What follows belongs to an exercise in optimizing a design on an open flow for small area, a short achievable clock period and few clock cycles per item; a production flow would make more cautious choices.
The RTL was checked by simulation tests, not by an equivalence proof against the original design.

## circ
module circ(clk, reset, pushin, Xin, Rin, pushout, Yout);
  input clk, reset, pushin;
  input [23:0] Xin, Rin;
  output pushout;
  output [23:0] Yout;
  reg [4:0] v;
  always @(posedge clk or posedge reset)
    if (reset) v <= 0;
    else v <= {v[3:0], pushin};
  assign pushout = v[4];
  reg [23:0] X, Rn;
  always @(posedge clk) begin X <= Xin; Rn <= ~Rin; end
  wire p1 = ~Rn[0];
  wire p2 = ~X[0];
  wire p3 = ~(Rn[0] | Rn[1]);
  wire p4 = ~(X[0] & X[1]);
  wire p5 = ~Rn[1];
  wire p6 = ~X[1];
  wire p7 = ~(Rn[0] | Rn[2]);
  wire p8 = ~(X[0] & X[2]);
  wire p9 = ~(Rn[0] | Rn[3]);
  wire p10 = ~(X[0] & X[3]);
  wire p11 = ~(Rn[1] | Rn[2]);
  wire p12 = ~(X[1] & X[2]);
  wire p13 = ~Rn[2];
  wire p14 = ~X[2];
  wire p15 = ~(Rn[0] | Rn[4]);
  wire p16 = ~(X[0] & X[4]);
  wire p17 = ~(Rn[1] | Rn[3]);
  wire p18 = ~(X[1] & X[3]);
  wire p19 = ~(Rn[0] | Rn[5]);
  wire p20 = ~(X[0] & X[5]);
  wire p21 = ~(Rn[1] | Rn[4]);
  wire p22 = ~(X[1] & X[4]);
  wire p23 = ~(Rn[2] | Rn[3]);
  wire p24 = ~(X[2] & X[3]);
  wire p25 = ~Rn[3];
  wire p26 = ~X[3];
  wire p27 = ~(Rn[0] | Rn[6]);
  wire p28 = ~(X[0] & X[6]);
  wire p29 = ~(Rn[1] | Rn[5]);
  wire p30 = ~(X[1] & X[5]);
  wire p31 = ~(Rn[2] | Rn[4]);
  wire p32 = ~(X[2] & X[4]);
  wire p33 = ~(Rn[0] | Rn[7]);
  wire p34 = ~(X[0] & X[7]);
  wire p35 = ~(Rn[1] | Rn[6]);
  wire p36 = ~(X[1] & X[6]);
  wire p37 = ~(Rn[2] | Rn[5]);
  wire p38 = ~(X[2] & X[5]);
  wire p39 = ~(Rn[3] | Rn[4]);
  wire p40 = ~(X[3] & X[4]);
  wire p41 = ~Rn[4];
  wire p42 = ~X[4];
  wire p43 = ~(Rn[0] | Rn[8]);
  wire p44 = ~(X[0] & X[8]);
  ...
Size in the first run: ~4100 cells after synthesis, ~220 flip-flops, about 76 I/O pins, ~34000 sq um of cells after synthesis.
Settings: LEC_CHECK=0, ABC_AREA=1, CAP_MARGIN=0, CORE_MARGIN=2, CORE_UTILIZATION=65, SLEW_MARGIN=0, SYNTH_HIERARCHICAL=1, SYNTH_MINIMUM_KEEP_SIZE=0; clock period 80.0 ns.
run.sh (not shown) runs the stock make flow with config.mk's settings and CLKGATE_MAP_FILE= SYNTH_SCRIPT=/design/flow/synth_recipe.tcl, a recipe that flattens the netlist after the stock synthesis.
The starting point completed with no timing, DRC or antenna violations.
Testbench counts at the start, summed over its fixed seeds: cycles 160,040, items 160,000.
Edit:
Settings changed: CAP_MARGIN 0 to 20, CORE_UTILIZATION 65 to 80, CTS_CLUSTER_DIAMETER from default to 100, CTS_CLUSTER_SIZE from default to 30, SLEW_MARGIN 0 to 20.
Area after synthesis stays the same.
Via count is higher by a few percent.
Edit:
Settings changed: CORE_UTILIZATION 80 to 40, CTS_BUF_LIST from default to sky130_fd_sc_hd__clkbuf_4 sky130_fd_sc_hd__clkbuf_8, CTS_CLUSTER_DIAMETER 100 to default, CTS_CLUSTER_SIZE 30 to default.
Final area rose by 3.8%.
Via count falls by 6.0%.
Non-clock buffer count grows by 4.
Area after synthesis stays the same.
Routed wire length is about the same.
Final cell count grows by 14%.
Utilization shrinks by 41 points.
Fmax falls by 0.37%.
Setup slack got worse by 0.064 ns.

* * *

Starting RTL as in the previous note.
==> flow/config.mk <==
export PLATFORM = sky130hd
export DESIGN_NAME = circ
export DESIGN_NICKNAME = circ
export VERILOG_FILES = /design/flow/design.v
export SDC_FILE = /design/flow/constraint.sdc
export NUM_CORES = 4
export LEC_CHECK = 0
export ABC_AREA = 1
export CAP_MARGIN = 20
export CORE_MARGIN = 2
export CORE_UTILIZATION = 65
export CTS_CLUSTER_DIAMETER = 100
export CTS_CLUSTER_SIZE = 30
export SLEW_MARGIN = 20
export SYNTH_HIERARCHICAL = 1
export SYNTH_MINIMUM_KEEP_SIZE = 0
==> flow/constraint.sdc <==
create_clock -name core_clock -period 80.0 [get_ports {clk}]
set_input_delay 16.0000 -clock core_clock [delete_from_list [all_inputs] [get_ports {clk}]]
set_output_delay 16.0000 -clock core_clock [all_outputs]
set_load 0.01 [all_outputs]
standard.sh (not shown) runs the stock make flow with config.mk's settings and CLKGATE_MAP_FILE= SYNTH_SCRIPT=/design/flow/synth_recipe.tcl, a recipe that flattens the netlist after the stock synthesis.
==> flow/flow/run.sh <==
#!/bin/bash
# Own flow: the standard layout (standard.sh, unchanged synthesis and steps),
# except that the port buffers that ORFS's buffer_ports inserts on every input
# and output are sky130_fd_sc_hd__buf_2 cells instead of the default choice.
# All of make's output goes to standard.log in the work folder; each ORFS step
# keeps its own log under orfs/logs/.
set -euo pipefail
export BUFFER_PORTS_ARGS="-buffer_cell sky130_fd_sc_hd__buf_2"
bash standard.sh finish > standard.log 2>&1
Testbench counts at the start, summed over its fixed seeds: cycles 160,040, items 160,000.
Rerun with:
==> flow/run.sh (new file) <==
#!/bin/bash
# synth_recipe.tcl (not shown) runs the flow's synth.tcl, then flattens the netlist and writes it again
# the make line also repeats each setting of config.mk as NAME=value (left out here)
make -C /OpenROAD-flow-scripts/flow DESIGN_CONFIG=/design/flow/config.mk WORK_HOME=/design/flow/orfs CLKGATE_MAP_FILE= SYNTH_SCRIPT=/design/flow/synth_recipe.tcl finish
- CTS_CLUSTER_DIAMETER: 100 -> 80
- CTS_CLUSTER_SIZE: 30 -> 40
removed: flow/flow/run.sh
removed: flow/standard.sh
Result: Cell area rises by 1.1%. Synthesized cell count is unchanged. First-iteration DRC count increases by 6.4%. Fmax is lower by 2.3%.
Rerun with:
- CTS_CLUSTER_DIAMETER: 80 -> 100
- CTS_CLUSTER_SIZE: 40 -> 30
- GPL_ROUTABILITY_DRIVEN: default -> 0
- GPL_TIMING_DRIVEN: default -> 0
=> Via count climbs by 1.0%; setup slack degrades by 0.017 ns.
Rerun with:
- CTS_CLUSTER_DIAMETER: 100 -> default
- CTS_CLUSTER_SIZE: 30 -> default
- GPL_ROUTABILITY_DRIVEN: 0 -> default
- GPL_TIMING_DRIVEN: 0 -> default
=>
- The changed run completed with no timing, DRC or antenna violations
- routed wire length falls by 2.2%
- setup slack gets better by 0.034 ns
- worst hold slack improves by 0.0061 ns
- via count came out lower by 0.75%
- clock-buffer cell count went up by 12
Rerun with:
- CTS_CLUSTER_DIAMETER: default -> 100
- CTS_CLUSTER_SIZE: default -> 30
Outcome: Die area stays the same; area after synthesis does not change; sequential cell count does not change; routed wire length drops by 0.66%; clock-buffer cell count goes down by 11; non-clock buffer count stays the same; critical path depth stays the same; utilization drops by 0.78 points.
Rerun with:
==> flow/flow/run.sh (new file) <==
#!/bin/bash
# Own flow: the standard layout (standard.sh, unchanged synthesis and steps),
# except that the port buffers that ORFS's buffer_ports inserts on every input
# and output are sky130_fd_sc_hd__buf_2 cells instead of the default choice.
# All of make's output goes to standard.log in the work folder; each ORFS step
# keeps its own log under orfs/logs/.
set -euo pipefail
export BUFFER_PORTS_ARGS="-buffer_cell sky130_fd_sc_hd__buf_2"
bash standard.sh finish > standard.log 2>&1
==> flow/standard.sh (new file) <==
#!/bin/bash
# synth_recipe.tcl (not shown) runs the flow's synth.tcl, then flattens the netlist and writes it again
# the make line also repeats each setting of config.mk as NAME=value (left out here)
make -C /OpenROAD-flow-scripts/flow DESIGN_CONFIG=/design/flow/config.mk WORK_HOME=/design/flow/orfs CLKGATE_MAP_FILE= SYNTH_SCRIPT=/design/flow/synth_recipe.tcl "${@:-finish}"
- CTS_CLUSTER_DIAMETER: 100 -> default
- CTS_CLUSTER_SIZE: 30 -> default
removed: flow/run.sh
Effect:
- The changed run produced a clean layout
- clock-buffer cell count is higher by 16
- worst setup slack is better by 0.36 ns
- final cell count goes up slightly
- via count is higher slightly
- synthesized area does not change
- die area does not change
- non-clock buffer count is lower by 1
- first-iteration DRC count fell by a few percent
- global-route usage is about the same

separate check: timing with driven ports:
Ports are ideal in the flow. The routed layouts listed here were re-timed in OpenROAD.
Step 1: set_driving_cell puts a clkbuf_16 on clk and a buf_2 on each other input, an assumption about the parent block.
Step 2, shift: input delay + t, output delay - t, t = (earliest + latest rising clock arrival at the registers) / 2. This alone moves slack from input paths to output paths.
Three values: ideal ports, drivers, drivers and shift; two values: the first two.
| run | t (ns) | setup WS [ns] | hold slack, ns | clock arrival spread, ns |
|---|---|---|---|---|
| the first run of note 1 | 0.638 | 62.587 / 62.523 / 63.161 | 0.324 / 0.324 / 0.324 | 0.042 / 0.042 |
| the second run of note 1 | 0.581 | 62.583 / 62.522 / 63.103 | 0.327 / 0.327 / 0.327 | 0.042 / 0.042 |
| the third run of note 1 | 0.706 | 62.519 / 62.456 / 63.162 | 0.314 / 0.314 / 0.314 | 0.033 / 0.033 |
| the first run of note 2 | 0.587 | 62.964 / 62.904 / 63.491 | 0.328 / 0.328 / 0.328 | 0.031 / 0.031 |
| the second run of note 2 | 0.604 | 62.570 / 62.508 / 63.112 | 0.335 / 0.335 / 0.335 | 0.045 / 0.046 |
| the third run of note 2 | 0.589 | 62.553 / 62.492 / 63.081 | 0.318 / 0.318 / 0.318 | 0.024 / 0.024 |
| the fourth run of note 2 | 0.638 | 62.587 / 62.523 / 63.161 | 0.324 / 0.324 / 0.324 | 0.042 / 0.042 |
| the fifth run of note 2 | 0.598 | 62.587 / 62.525 / 63.123 | 0.335 / 0.335 / 0.335 | 0.025 / 0.026 |
| the sixth run of note 2 | 0.641 | 62.942 / 62.883 / 63.524 | 0.323 / 0.323 / 0.323 | 0.035 / 0.035 |
After both steps every run listed still meets setup and hold.
